Context: an optimization exercise on an open-source flow, tuned for small area. The choices shown serve that exercise and are no tape-out recipe.
In this exercise RTL edits were held to simulation tests only and were not proved equivalent to the original.
The clock input has no modelled driver; a real chip could not lean on it and would need a root buffer or a full tree.

==> fjord: inputs <==
==> flow/design.v (excerpt) <==
module sell_machine_2( 
	input clk,
	input in_5j, in_1y, in_5y,
	input in_buy1, in_buy2,
	input reset, in_refund,
	output reg out_less, out_take, out_money,
	output [2:0] which_seg, output [6:0] seg);
reg [5:0] c5, c10, c50;    
reg [5:0] m1, m2;          
reg [13:0] tq;             
wire f5, f10, f50;
wire s5, s10, s50;
debounce de1(reset, clk, in_5j, s5, f5);
debounce de2(reset, clk, in_1y, s10, f10);
debounce de3(reset, clk, in_5y, s50, f50);
function automatic [5:0] inc6(input [5:0] v, input en);
	integer i; reg k;
	begin k = en; for (i = 0; i < 6; i = i + 1) begin inc6[i] = v[i] ^ k; k = k & v[i]; end end
endfunction
function automatic [5:0] dec6(input [5:0] v, input en);
	integer i; reg k;
	begin k = en; for (i = 0; i < 6; i = i + 1) begin dec6[i] = v[i] ^ k; k = k & ~v[i]; end end
endfunction
wire cclr = reset | in_refund;
always @(posedge clk) begin
	c5 <= cclr ? 6'd0 : inc6(c5, f5);
	c10 <= cclr ? 6'd0 : inc6(c10, f10);
	c50 <= cclr ? 6'd0 : inc6(c50, f50);
end
wire [10:0] y;
wire ms_1;
wire ms_2;
wire ms_3;
wire ms_4;
wire ms_5;
wire ms_6;
wire ms_7;
wire ms_8;
wire ms_9;
wire ms_10;
wire ms_11;
wire ms_12;
wire ms_13;
wire ms_14;
wire ms_15;
wire ms_16;
wire ms_17;
wire ms_18;
wire ms_19;
wire ms_20;
wire ms_21;
wire ms_22;
wire ms_23;
wire ms_24;
wire ms_25;
wire ms_26;
wire ms_27;
wire ms_28;
wire ms_29;
wire ms_30;
wire ms_31;
wire ms_32;
wire ms_33;
wire ms_34;
wire ms_35;
wire ms_36;
wire ms_37;
wire ms_38;
wire ms_39;
wire ms_40;
wire ms_41;
wire ms_42;
wire ms_43;
wire ms_44;
wire ms_45;
wire ms_46;
wire ms_47;
wire ms_48;
wire ms_49;
wire ms_50;
wire ms_51;
wire ms_52;
wire ms_53;
wire ms_54;
wire ms_55;
wire ms_56;
wire ms_57;
wire ms_58;
wire ms_59;
wire ms_60;
wire ms_61;
wire ms_62;
wire ms_63;
wire ms_64;
wire ms_65;
wire ms_66;
wire ms_67;
wire ms_68;
wire ms_69;
wire ms_70;
wire ms_71;
wire ms_72;
wire ms_73;
wire ms_74;
wire ms_75;
wire ms_76;
wire ms_77;
wire ms_78;
wire ms_79;
wire ms_80;
wire ms_81;
wire ms_82;
wire ms_83;
  ...
clock: 20.0 ns
lec_check: 0
abc_area: 1
cap_margin: 20
core_margin: 2
core_utilization: 40
slew_margin: 20
standard.sh (not shown) runs the stock make flow with config.mk's settings and CLKGATE_MAP_FILE= SYNTH_SCRIPT=/design/flow/synth_recipe.tcl, a recipe that flattens the netlist after the stock synthesis.
==> flow/flow/run.sh <==
#!/bin/bash
# Own layout flow: the standard ORFS flow, with an area-oriented ABC mapping script
# (and no pre-mapping ABC pass in Yosys) and a clock tree without dummy loads.
set -euo pipefail
W=$(pwd)
rm -rf "$W/scripts_own"
cp -r "$FLOW_HOME/scripts" "$W/scripts_own"
cp "$W/flow/abc_area.script" "$W/scripts_own/abc_area.script"
sed -i "s|^log_cmd clock_tree_synthesis .*|source $W/flow/own_cts.tcl|" "$W/scripts_own/cts.tcl"
grep -q own_cts.tcl "$W/scripts_own/cts.tcl"
export OWN_CLOCK_LEAF=sky130_fd_sc_hd__clkbuf_16 OWN_CLOCK_ROOT=none OWN_CLOCK_CLUSTERS=4
export CTS_ARGS="-sink_clustering_enable -repair_clock_nets -dont_use_dummy_load -buf_list sky130_fd_sc_hd__clkbuf_8"
export BUFFER_PORTS_ARGS="-buffer_cell sky130_fd_sc_hd__buf_1"
bash standard.sh SCRIPTS_DIR="$W/scripts_own" SYNTH_ARGS=-noabc ABC_AREA=1 finish > "$W/standard_flow.log" 2>&1
==> flow/flow/abc_area.script <==
strash
&get -n
&deepsyn -T 60
&put
&get -n
&st
&dch -f
&nf -R 1000 -a
&put
topo
==> flow/flow/own_cts.tcl <==
# Clock tree: the flip-flops are split into clusters by position (k-means); each cluster gets
# a leaf clock buffer at its centre, and one root buffer at the centre of the leaves drives them.
set block [ord::get_db_block]
set db [ord::get_db]
set dbu [$block getDbUnitsPerMicron]
set clknet [$block findNet clk]
set ffs {}
foreach it [$clknet getITerms] {
  lappend ffs $it
}
set pts {}
foreach it $ffs {
  set bb [[$it getInst] getBBox]
  lappend pts [list [expr {([$bb xMin] + [$bb xMax]) / 2.0}] [expr {([$bb yMin] + [$bb yMax]) / 2.0}]]
}
set n [llength $ffs]
set k $::env(OWN_CLOCK_CLUSTERS)
# initial centres: spread over the sorted order by x then y
set order [lsort -real -index 0 [lmap p $pts i [lsearch -all $pts *] {list [lindex $p 0] [lindex $p 1]}]]
set cents {}
for {set c 0} {$c < $k} {incr c} {
  lappend cents [lindex $order [expr {int(($c + 0.5) * $n / $k)}]]
}
for {set iter 0} {$iter < 50} {incr iter} {
  set assign {}
  foreach p $pts {
    set best 0; set bd 1e30
    for {set c 0} {$c < $k} {incr c} {
      set cc [lindex $cents $c]
      set d [expr {abs([lindex $p 0] - [lindex $cc 0]) + abs([lindex $p 1] - [lindex $cc 1])}]
      if {$d < $bd} { set bd $d; set best $c }
    }
    lappend assign $best
  }
  set new {}
  for {set c 0} {$c < $k} {incr c} {
    set sx 0; set sy 0; set m 0
    foreach p $pts a $assign { if {$a == $c} { set sx [expr {$sx + [lindex $p 0]}]; set sy [expr {$sy + [lindex $p 1]}]; incr m } }
    if {$m > 0} { lappend new [list [expr {$sx / $m}] [expr {$sy / $m}]] } else { lappend new [lindex $cents $c] }
  }
  set cents $new
}
set leafm [$db findMaster $::env(OWN_CLOCK_LEAF)]
set rootnet [odb::dbNet_create $block clk_root]
$rootnet setSigType CLOCK
set rx 0; set ry 0
for {set c 0} {$c < $k} {incr c} {
  set cc [lindex $cents $c]
  set buf [odb::dbInst_create $block $leafm clkbuf_leaf_$c]
  set lnet [odb::dbNet_create $block clk_leaf_$c]
  $lnet setSigType CLOCK
  [$buf findITerm A] connect $rootnet
  [$buf findITerm X] connect $lnet
  set m 0
  foreach it $ffs a $assign { if {$a == $c} { $it disconnect; $it connect $lnet; incr m } }
  $buf setLocation [expr {int([lindex $cc 0])}] [expr {int([lindex $cc 1])}]
  $buf setPlacementStatus PLACED
  set rx [expr {$rx + [lindex $cc 0]}]; set ry [expr {$ry + [lindex $cc 1]}]
  puts "own_cts: leaf $c drives $m flip-flops at [expr {[lindex $cc 0] / $dbu}] [expr {[lindex $cc 1] / $dbu}]"
}
if {$::env(OWN_CLOCK_ROOT) eq "none"} {
  # the clock port drives the leaf buffers directly
  foreach it [$rootnet getITerms] { $it disconnect; $it connect $clknet }
  odb::dbNet_destroy $rootnet
} else {
  set rootm [$db findMaster $::env(OWN_CLOCK_ROOT)]
  set root [odb::dbInst_create $block $rootm clkbuf_root]
  [$root findITerm A] connect $clknet
  [$root findITerm X] connect $rootnet
  $root setLocation [expr {int($rx / $k)}] [expr {int($ry / $k)}]
  $root setPlacementStatus PLACED
}
set_propagated_clock [all_clocks]
==> violet: changes against fjord <==
--- a/flow/design.v
+++ b/flow/design.v
@@ -144,20 +144,20 @@
 reg [13:0] tq;             
 wire f5, f10, f50;
 wire s5, s10, s50;
 debounce de1(reset, clk, in_5j, s5, f5);
 debounce de2(reset, clk, in_1y, s10, f10);
 debounce de3(reset, clk, in_5y, s50, f50);
 function automatic [5:0] inc6(input [5:0] v, input en);
-	integer i; reg k;
-	begin k = en; for (i = 0; i < 6; i = i + 1) begin inc6[i] = v[i] ^ k; k = k & v[i]; end end
+	integer i;
+	begin for (i = 0; i < 6; i = i + 1) inc6[i] = v[i] ^ (en & ((v & ((6'd1 << i) - 6'd1)) == ((6'd1 << i) - 6'd1))); end
 endfunction
 function automatic [5:0] dec6(input [5:0] v, input en);
-	integer i; reg k;
-	begin k = en; for (i = 0; i < 6; i = i + 1) begin dec6[i] = v[i] ^ k; k = k & ~v[i]; end end
+	integer i;
+	begin for (i = 0; i < 6; i = i + 1) dec6[i] = v[i] ^ (en & ((v & ((6'd1 << i) - 6'd1)) == 6'd0)); end
 endfunction
 wire cclr = reset | in_refund;
 always @(posedge clk) begin
 	c5 <= cclr ? 6'd0 : inc6(c5, f5);
 	c10 <= cclr ? 6'd0 : inc6(c10, f10);
 	c50 <= cclr ? 6'd0 : inc6(c50, f50);
 end
@@ -333,23 +333,23 @@
 assign y = {ms_84, ms_83, ms_81, ms_79, ms_77, ms_75, ms_73, ms_71, ms_69, ms_25, ms_1};
 wire neg, lt15, lt25;
 wire [3:0] hund, tens, ones;
 select_seg conv(y, neg, lt15, lt25, hund, tens, ones);
 wire busy = out_take | out_less | out_money;
 wire shop = ~busy & tq[0];
 wire idle = ~busy & ~tq[0];
-wire done = tq[13] & tq[12] & ~tq[11] & ~tq[10] & ~tq[9] & tq[7] & tq[5] & ~tq[4] & tq[2] & ~tq[1] & ~tq[0];
+wire done = tq[13] & ~tq[11] & tq[10] & tq[8] & ~tq[7] & tq[6] & tq[5] & ~tq[3] & ~tq[2] & ~tq[1] & tq[0];
 wire go1 = idle & in_buy1;
 wire go2 = idle & ~in_buy1 & in_buy2;
 wire gor = idle & ~in_buy1 & ~in_buy2 & in_refund;
 wire ok1 = go1 & ~lt15;
 wire ok2 = go2 & ~lt25;
 always @(posedge clk) begin
-	tq[13:1] <= (reset | ~busy | done) ? 13'd0 : tq[12:0];
-	tq[0] <= reset ? 1'b0 : ~busy ? (ok1 | ok2) : done ? 1'b0 : ~(tq[13] ^ tq[4] ^ tq[1]);
+	tq[13:1] <= (reset | ~busy | done) ? 13'd0 : ~tq[12:0];
+	tq[0] <= reset ? 1'b0 : ~busy ? (ok1 | ok2) : done ? 1'b0 : tq[13] ^ tq[10] ^ tq[6];
 end
 always @(posedge clk) begin
 	if (reset) begin
 		out_take <= 0; out_less <= 0; out_money <= 0;
 	end else begin
 		out_take <= shop | (out_take & ~done);
 		out_less <= (go1 & lt15) | (go2 & lt25) | (out_less & ~done);
==> flow/flow/run.sh (replaced) <==
#!/bin/bash
# Own layout flow: the standard ORFS flow (bash standard.sh, same synthesis script and
# registers), with these changes:
#  - Yosys runs without its pre-mapping ABC pass (SYNTH_ARGS=-noabc) and ABC maps with the
#    area-oriented script flow/abc_area.script;
#  - the ports are buffered with buf_1;
#  - the clock tree is flow/own_cts.tcl: the flip-flops are split into OWN_CLOCK_CLUSTERS groups
#    by position, each driven by one clock buffer (OWN_CLOCK_LEAF) that the clock port drives.
# All tool output goes to standard_flow.log and to ORFS's own logs under orfs/logs.
set -euo pipefail
W=$(pwd)
rm -rf "$W/scripts_own"
cp -r "$FLOW_HOME/scripts" "$W/scripts_own"
cp "$W/flow/abc_area.script" "$W/scripts_own/abc_area.script"
sed -i "s|^log_cmd clock_tree_synthesis .*|source $W/flow/own_cts.tcl|" "$W/scripts_own/cts.tcl"
grep -q own_cts.tcl "$W/scripts_own/cts.tcl"
export OWN_CLOCK_LEAF=sky130_fd_sc_hd__clkbuf_16 OWN_CLOCK_ROOT=none OWN_CLOCK_CLUSTERS=3
export BUFFER_PORTS_ARGS="-buffer_cell sky130_fd_sc_hd__buf_1"
bash standard.sh SCRIPTS_DIR="$W/scripts_own" SYNTH_ARGS=-noabc ABC_AREA=1 finish > "$W/standard_flow.log" 2>&1
==> flow/flow/abc_area.script (replaced) <==
strash
dc2
&get -n
&deepsyn -J 20 -T 600
&put
&get -n
&st
&synch2
&nf -R 1000 -a
&put
topo
==> lagoon: changes against fjord <==
--- a/flow/design.v
+++ b/flow/design.v
@@ -333,23 +333,23 @@
 assign y = {ms_84, ms_83, ms_81, ms_79, ms_77, ms_75, ms_73, ms_71, ms_69, ms_25, ms_1};
 wire neg, lt15, lt25;
 wire [3:0] hund, tens, ones;
 select_seg conv(y, neg, lt15, lt25, hund, tens, ones);
 wire busy = out_take | out_less | out_money;
 wire shop = ~busy & tq[0];
 wire idle = ~busy & ~tq[0];
-wire done = tq[13] & tq[12] & ~tq[11] & ~tq[10] & ~tq[9] & tq[7] & tq[5] & ~tq[4] & tq[2] & ~tq[1] & ~tq[0];
+wire done = tq[13] & ~tq[11] & tq[10] & tq[8] & ~tq[7] & tq[6] & tq[5] & ~tq[3] & ~tq[2] & ~tq[1] & tq[0];
 wire go1 = idle & in_buy1;
 wire go2 = idle & ~in_buy1 & in_buy2;
 wire gor = idle & ~in_buy1 & ~in_buy2 & in_refund;
 wire ok1 = go1 & ~lt15;
 wire ok2 = go2 & ~lt25;
 always @(posedge clk) begin
-	tq[13:1] <= (reset | ~busy | done) ? 13'd0 : tq[12:0];
-	tq[0] <= reset ? 1'b0 : ~busy ? (ok1 | ok2) : done ? 1'b0 : ~(tq[13] ^ tq[4] ^ tq[1]);
+	tq[13:1] <= (reset | ~busy | done) ? 13'd0 : ~tq[12:0];
+	tq[0] <= reset ? 1'b0 : ~busy ? (ok1 | ok2) : done ? 1'b0 : tq[13] ^ tq[10] ^ tq[6];
 end
 always @(posedge clk) begin
 	if (reset) begin
 		out_take <= 0; out_less <= 0; out_money <= 0;
 	end else begin
 		out_take <= shop | (out_take & ~done);
 		out_less <= (go1 & lt15) | (go2 & lt25) | (out_less & ~done);
==> flow/flow/run.sh (replaced) <==
#!/bin/bash
# Own layout flow: the standard ORFS flow (bash standard.sh, same synthesis script and
# registers), with these changes:
#  - Yosys runs without its pre-mapping ABC pass (SYNTH_ARGS=-noabc) and ABC maps with the
#    area-oriented script flow/abc_area.script;
#  - the ports are buffered with buf_1;
#  - the clock tree is flow/own_cts.tcl: the flip-flops are split into OWN_CLOCK_CLUSTERS groups
#    by position, each driven by one clock buffer (OWN_CLOCK_LEAF) that the clock port drives.
# All tool output goes to standard_flow.log and to ORFS's own logs under orfs/logs.
set -euo pipefail
W=$(pwd)
rm -rf "$W/scripts_own"
cp -r "$FLOW_HOME/scripts" "$W/scripts_own"
cp "$W/flow/abc_area.script" "$W/scripts_own/abc_area.script"
sed -i "s|^log_cmd clock_tree_synthesis .*|source $W/flow/own_cts.tcl|" "$W/scripts_own/cts.tcl"
grep -q own_cts.tcl "$W/scripts_own/cts.tcl"
export OWN_CLOCK_LEAF=sky130_fd_sc_hd__clkbuf_16 OWN_CLOCK_ROOT=none OWN_CLOCK_CLUSTERS=4
export BUFFER_PORTS_ARGS="-buffer_cell sky130_fd_sc_hd__buf_1"
bash standard.sh SCRIPTS_DIR="$W/scripts_own" SYNTH_ARGS=-noabc ABC_AREA=1 finish > "$W/standard_flow.log" 2>&1
==> flow/flow/abc_area.script (replaced) <==
strash
dc2
&get -n
&deepsyn -T 60
&put
&get -n
&st
&synch2
&nf -R 1000 -a
&put
topo
==> impl_metrics.csv <==
group,metric,value,unit
status,outcome,"finished clean",
synthesis,syn_area_per_cell,10.47,µm²
placement,routabilityCongestion,0.8510,
die,num_rows,39,
synthesis,synthDistinctLibCells,42,
final_layout,multi_input_area_share,0.5528,
die,die_x,112.5,µm
synthesis,synth_area,0.004710,mm²
synthesis,synth-xor-area-share,0.04835,
hold_path,hold_path_startpoint,"tq[12]",
the above is filed under violet

==> impl_metrics.csv <==
group,metric,value,unit
die,num_rows,39,
die,die_x,113.5,µm
worst_setup_path,worstPathRequired,20.05,ns
hold_path,hold_path_startpoint,"de3.q[1]",
synthesis,syn_area_per_cell,10.92,µm²
synthesis,synth-xor-area-share,0.04018,
status,outcome,"finished clean",
hold_path,hold_depth,1,
synthesis,synth_area,0.004796,mm²
final_layout,multi_input_area_share,0.5532,
placement,routabilityCongestion,0.7599,
the above is filed under fjord

==> impl_metrics.csv <==
group,metric,value,unit
synthesis,syn_area_per_cell,10.74,µm²
status,outcome,"finished clean",
synthesis,synthDistinctLibCells,41,
die,num_rows,40,
synthesis,synth-xor-area-share,0.03832,
synthesis,synth_area,0.004800,mm²
final_layout,seq_share,0.3584,
final_layout,final-seq-area,0.001852,mm²
final_layout,multi_input_area_share,0.5510,
placement,routabilityCongestion,0.7284,
die,die_x,113.5,µm
the above is filed under lagoon

In every run of this note, the design's own scripts or RTL, not TritonCTS, make the clock network.

==> afterwards: timing with drivers on the ports <==
The flow's constraints put no driver on any port. The routed layouts listed below were extracted and timed again, unchanged, in two steps. Step 1 (the two cells are an assumption about what drives the block):
set clk [get_ports {clk}]
set_driving_cell -lib_cell sky130_fd_sc_hd__clkbuf_16 $clk
set_driving_cell -lib_cell sky130_fd_sc_hd__buf_2 [delete_from_list [all_inputs] $clk]
Step 2 moves the port delays by t, midway between the first and last clock arrival at a register: inputs arrive t later, outputs are due t later. That takes back most of the time a late clock gives input paths. Slacks: ideal / step 1 / step 2; pairs: ideal / step 1.
run | shift t [ns] | setup slack, ns | worst setup path after step 2
fjord | 0.227 | 8.985 / 8.985 / 8.985 | register to register
violet | 0.227 | 8.362 / 8.362 / 8.362 | register to register
lagoon | 0.221 | 8.438 / 8.438 / 8.438 | register to register
After both steps every run listed still meets setup and hold.
